This is an optimization exercise on Yosys and OpenROAD, whose aim is small area and a short achievable clock period, not a production implementation. The RTL was checked by simulation tests, not by an equivalence proof against the original design.

Setup of v13:
## iir_DF1_Biquad
module iir_DF1_Biquad (
  input clk,
  input rst,
  input signed [15:0] din,
  output signed [15:0] dout
);
Size: roughly 800 cells after synthesis, ~110 flip-flops, about 34 I/O pins.
==> flow/config.mk <==
export PLATFORM = sky130hd
export DESIGN_NAME = iir_DF1_Biquad
export DESIGN_NICKNAME = iir_DF1_Biquad
export VERILOG_FILES = /design/flow/design.v
export SDC_FILE = /design/flow/constraint.sdc
export NUM_CORES = 4
export LEC_CHECK = 0
export CAP_MARGIN = 20
export CORE_MARGIN = 2
export CORE_UTILIZATION = 60
export CTS_BUF_LIST = sky130_fd_sc_hd__clkbuf_8
export PLACE_DENSITY = 0.8
export SLEW_MARGIN = 20
export SYNTH_HIERARCHICAL = 1
export SYNTH_MINIMUM_KEEP_SIZE = 0
==> flow/constraint.sdc <==
create_clock -name core_clock -period 11.0 [get_ports {clk}]
set_input_delay 2.2000 -clock core_clock [delete_from_list [all_inputs] [get_ports {clk}]]
set_output_delay 2.2000 -clock core_clock [all_outputs]
set_load 0.01 [all_outputs]
standard.sh (not shown) runs the stock make flow with config.mk's settings and CLKGATE_MAP_FILE= SYNTH_SCRIPT=/design/flow/synth_recipe.tcl, a recipe that flattens the netlist after the stock synthesis.
==> flow/flow/run.sh <==
#!/bin/bash
# The standard layout (the standard.sh, standard synthesis unchanged) with a few
# settings changed: clock tree synthesis inserts no dummy loads, the port buffers are
# buf_2 cells instead of the default delay buffers, and timing repair aims for a
# setup slack of 6.7 ns rather than 0.
set -euo pipefail
export CTS_ARGS="-sink_clustering_enable -repair_clock_nets -buf_list {sky130_fd_sc_hd__clkbuf_8 sky130_fd_sc_hd__clkbuf_16} -dont_use_dummy_load"
export BUFFER_PORTS_ARGS="-buffer_cell sky130_fd_sc_hd__buf_2"
export SETUP_SLACK_MARGIN=6.7
bash standard.sh > standard.log 2>&1
v13 completed end to end with timing, DRC and antenna clean.
Modified inputs, v46 compared to v13
==> flow/flow/run.sh <==
#!/bin/bash
# The standard layout (the standard.sh, standard synthesis unchanged) with a few
# settings changed: clock tree synthesis inserts no dummy loads, the port buffers are
# buf_2 cells instead of the default delay buffers, and timing repair aims for a
# setup slack of 6.9 ns rather than 0.
set -euo pipefail
export CTS_ARGS="-sink_clustering_enable -repair_clock_nets -buf_list {sky130_fd_sc_hd__clkbuf_8 sky130_fd_sc_hd__clkbuf_16} -dont_use_dummy_load"
export BUFFER_PORTS_ARGS="-buffer_cell sky130_fd_sc_hd__buf_2"
export SETUP_SLACK_MARGIN=6.9
bash standard.sh > standard.log 2>&1
Findings:
Comparing v46 against v13, there is no change at all in area fraction in compound gates after synthesis. Comparing v46 against v13, there is no change at all in clock buffer count. A critical path's slowest cell of sky130_fd_sc_hd__fa_1 is what v46 shows, while sky130_fd_sc_hd__dfxtp_1 belongs to v13. On via count: v46 sits below v13. v46: total wire length after detailed routing 1.8% below v13. Compared to v13, v46 shows a wider setup margin. Compared with v13, in v46 logic depth of the worst setup path including buffers higher; fraction of area in registers roughly the same.
#### Input delta (v6 over v46)
==> flow/flow/run.sh <==
#!/bin/bash
# The standard layout (the standard.sh, standard synthesis unchanged) with a few
# settings changed: clock tree synthesis inserts no dummy loads, the port buffers are
# buf_2 cells instead of the default delay buffers, and timing repair aims for a
# setup slack of 6.8 ns rather than 0.
set -euo pipefail
export CTS_ARGS="-sink_clustering_enable -repair_clock_nets -buf_list {sky130_fd_sc_hd__clkbuf_8 sky130_fd_sc_hd__clkbuf_16} -dont_use_dummy_load"
export BUFFER_PORTS_ARGS="-buffer_cell sky130_fd_sc_hd__buf_2"
export SETUP_SLACK_MARGIN=6.8
bash standard.sh > standard.log 2>&1
Diff v46 -> v6: first-pass GRT wire length up 5.9%; cell area down about 1.1%; fraction of area in multi-input gates flat.
The final reports for v6 and v46 show fraction of final layout cells with drive strength greater than 1 lower in the former.
v46 -> v6: count of buffers inserted at the top-level ports delta 0, exact match
#### Input delta (v14 over v6)
- PLACE_DENSITY changed from 0.8 to 0.7
- CORE_UTILIZATION changed from 60 to 50
Notes after the runs:
From v6 to v14 the numbers moved as follows: number of global-route vias before repair moved down.
Sort v14 and v6 by wire length of the first global-routing pass, ascending, and v14 comes first.
Between v6 and v14, the final area does not differ in any meaningful way.
Measured against each other, v14 and v6 differ in post-cts repair resize count, the higher figure coming from v6.
Looking at beginning of the critical path, the xb[8] result is from v14; the y[0] one comes from v6.
Delta(die outline area, v14 - v6) > 0
Compared with v6, in v14 number of antenna violations at the first check in global routing comparable; ratio of routed vias to standard cells now smaller; routed wire length now smaller.
In the flow results for v14 and v6, the x dimension of the die is smaller on v6.
Input-level comparison between v49 and v14:
==> flow/flow/run.sh <==
#!/bin/bash
# The standard layout (the standard.sh, standard synthesis unchanged) with a few
# settings changed: clock tree synthesis inserts no dummy loads, the port buffers are
# buf_2 cells instead of the default delay buffers, and timing repair aims for a
# setup slack of 6.9 ns rather than 0.
set -euo pipefail
export CTS_ARGS="-sink_clustering_enable -repair_clock_nets -buf_list {sky130_fd_sc_hd__clkbuf_8 sky130_fd_sc_hd__clkbuf_16} -dont_use_dummy_load"
export BUFFER_PORTS_ARGS="-buffer_cell sky130_fd_sc_hd__buf_2"
export SETUP_SLACK_MARGIN=6.9
bash standard.sh > standard.log 2>&1
Compared with v14, number of cells in the design after placement in v49 decreased slightly.
Compared with v14, in v49 wire length increased about 3.4%, count of nets left with antenna violations after detail routing has remained practically unchanged, setup slack went up 0.11 ns.
Diff v14 -> v49: hold slack +0.021 ns, post-placement setup slack went up.
Looking at global-route wire length before repair across both flows, v49 is the weaker of the two, with v14 ahead.
Input-level comparison between v41 and v49:
- CORE_UTILIZATION now 60, was 50
- PLACE_DENSITY now 0.8, was 0.7
==> flow/flow/run.sh <==
#!/bin/bash
# The standard layout (the standard.sh, standard synthesis unchanged) with a few
# settings changed: clock tree synthesis inserts no dummy loads, the port buffers are
# buf_2 cells instead of the default delay buffers, and timing repair aims for a
# setup slack of 6.85 ns rather than 0.
set -euo pipefail
export CTS_ARGS="-sink_clustering_enable -repair_clock_nets -buf_list {sky130_fd_sc_hd__clkbuf_8 sky130_fd_sc_hd__clkbuf_16} -dont_use_dummy_load"
export BUFFER_PORTS_ARGS="-buffer_cell sky130_fd_sc_hd__buf_2"
export SETUP_SLACK_MARGIN=6.85
bash standard.sh > standard.log 2>&1
Notes after the runs:
A launching instance or port of the critical path of xb[7] is what v49 shows, while y[12] belongs to v41.
Going from v49 to v41, worst setup slack went down, required time of the critical path went down by 0.02 ns.

==> static timing again, ports no longer ideal <==
Ports are ideal in the flow. The routed layouts listed here were re-timed in OpenROAD. Step 1 (the two cells are an assumption about what drives the block):
set clk [get_ports {clk}]
set_driving_cell -lib_cell sky130_fd_sc_hd__clkbuf_16 $clk
set_driving_cell -lib_cell sky130_fd_sc_hd__buf_2 [delete_from_list [all_inputs] $clk]
Step 2, shift: input delay + t, output delay - t, t = (earliest + latest rising clock arrival at the registers) / 2. This alone moves slack from input paths to output paths. Three values: ideal ports, drivers, drivers and shift; two values: the first two.
run	shift t [ns]	slack for setup (ns)	latest minus earliest clock arrival (ns)	worst slew at a driven data input, ns
v13	0.394	6.846 / 6.846 / 6.846	0.017 / 0.017	0.03
v46	0.394	6.957 / 6.957 / 6.957	0.029 / 0.029	0.04
v6	0.388	6.926 / 6.926 / 6.926	0.014 / 0.014	0.03
v14	0.394	6.934 / 6.934 / 6.934	0.025 / 0.025	0.03
v49	0.399	7.040 / 7.040 / 6.995	0.023 / 0.022	0.03
v41	0.395	6.949 / 6.949 / 6.949	0.016 / 0.016	0.03
After both steps setup and hold are still met in every run listed. For v49, which loses most, drivers alone change the setup slack by 0.000 ns; drivers and shift together by -0.045 ns.
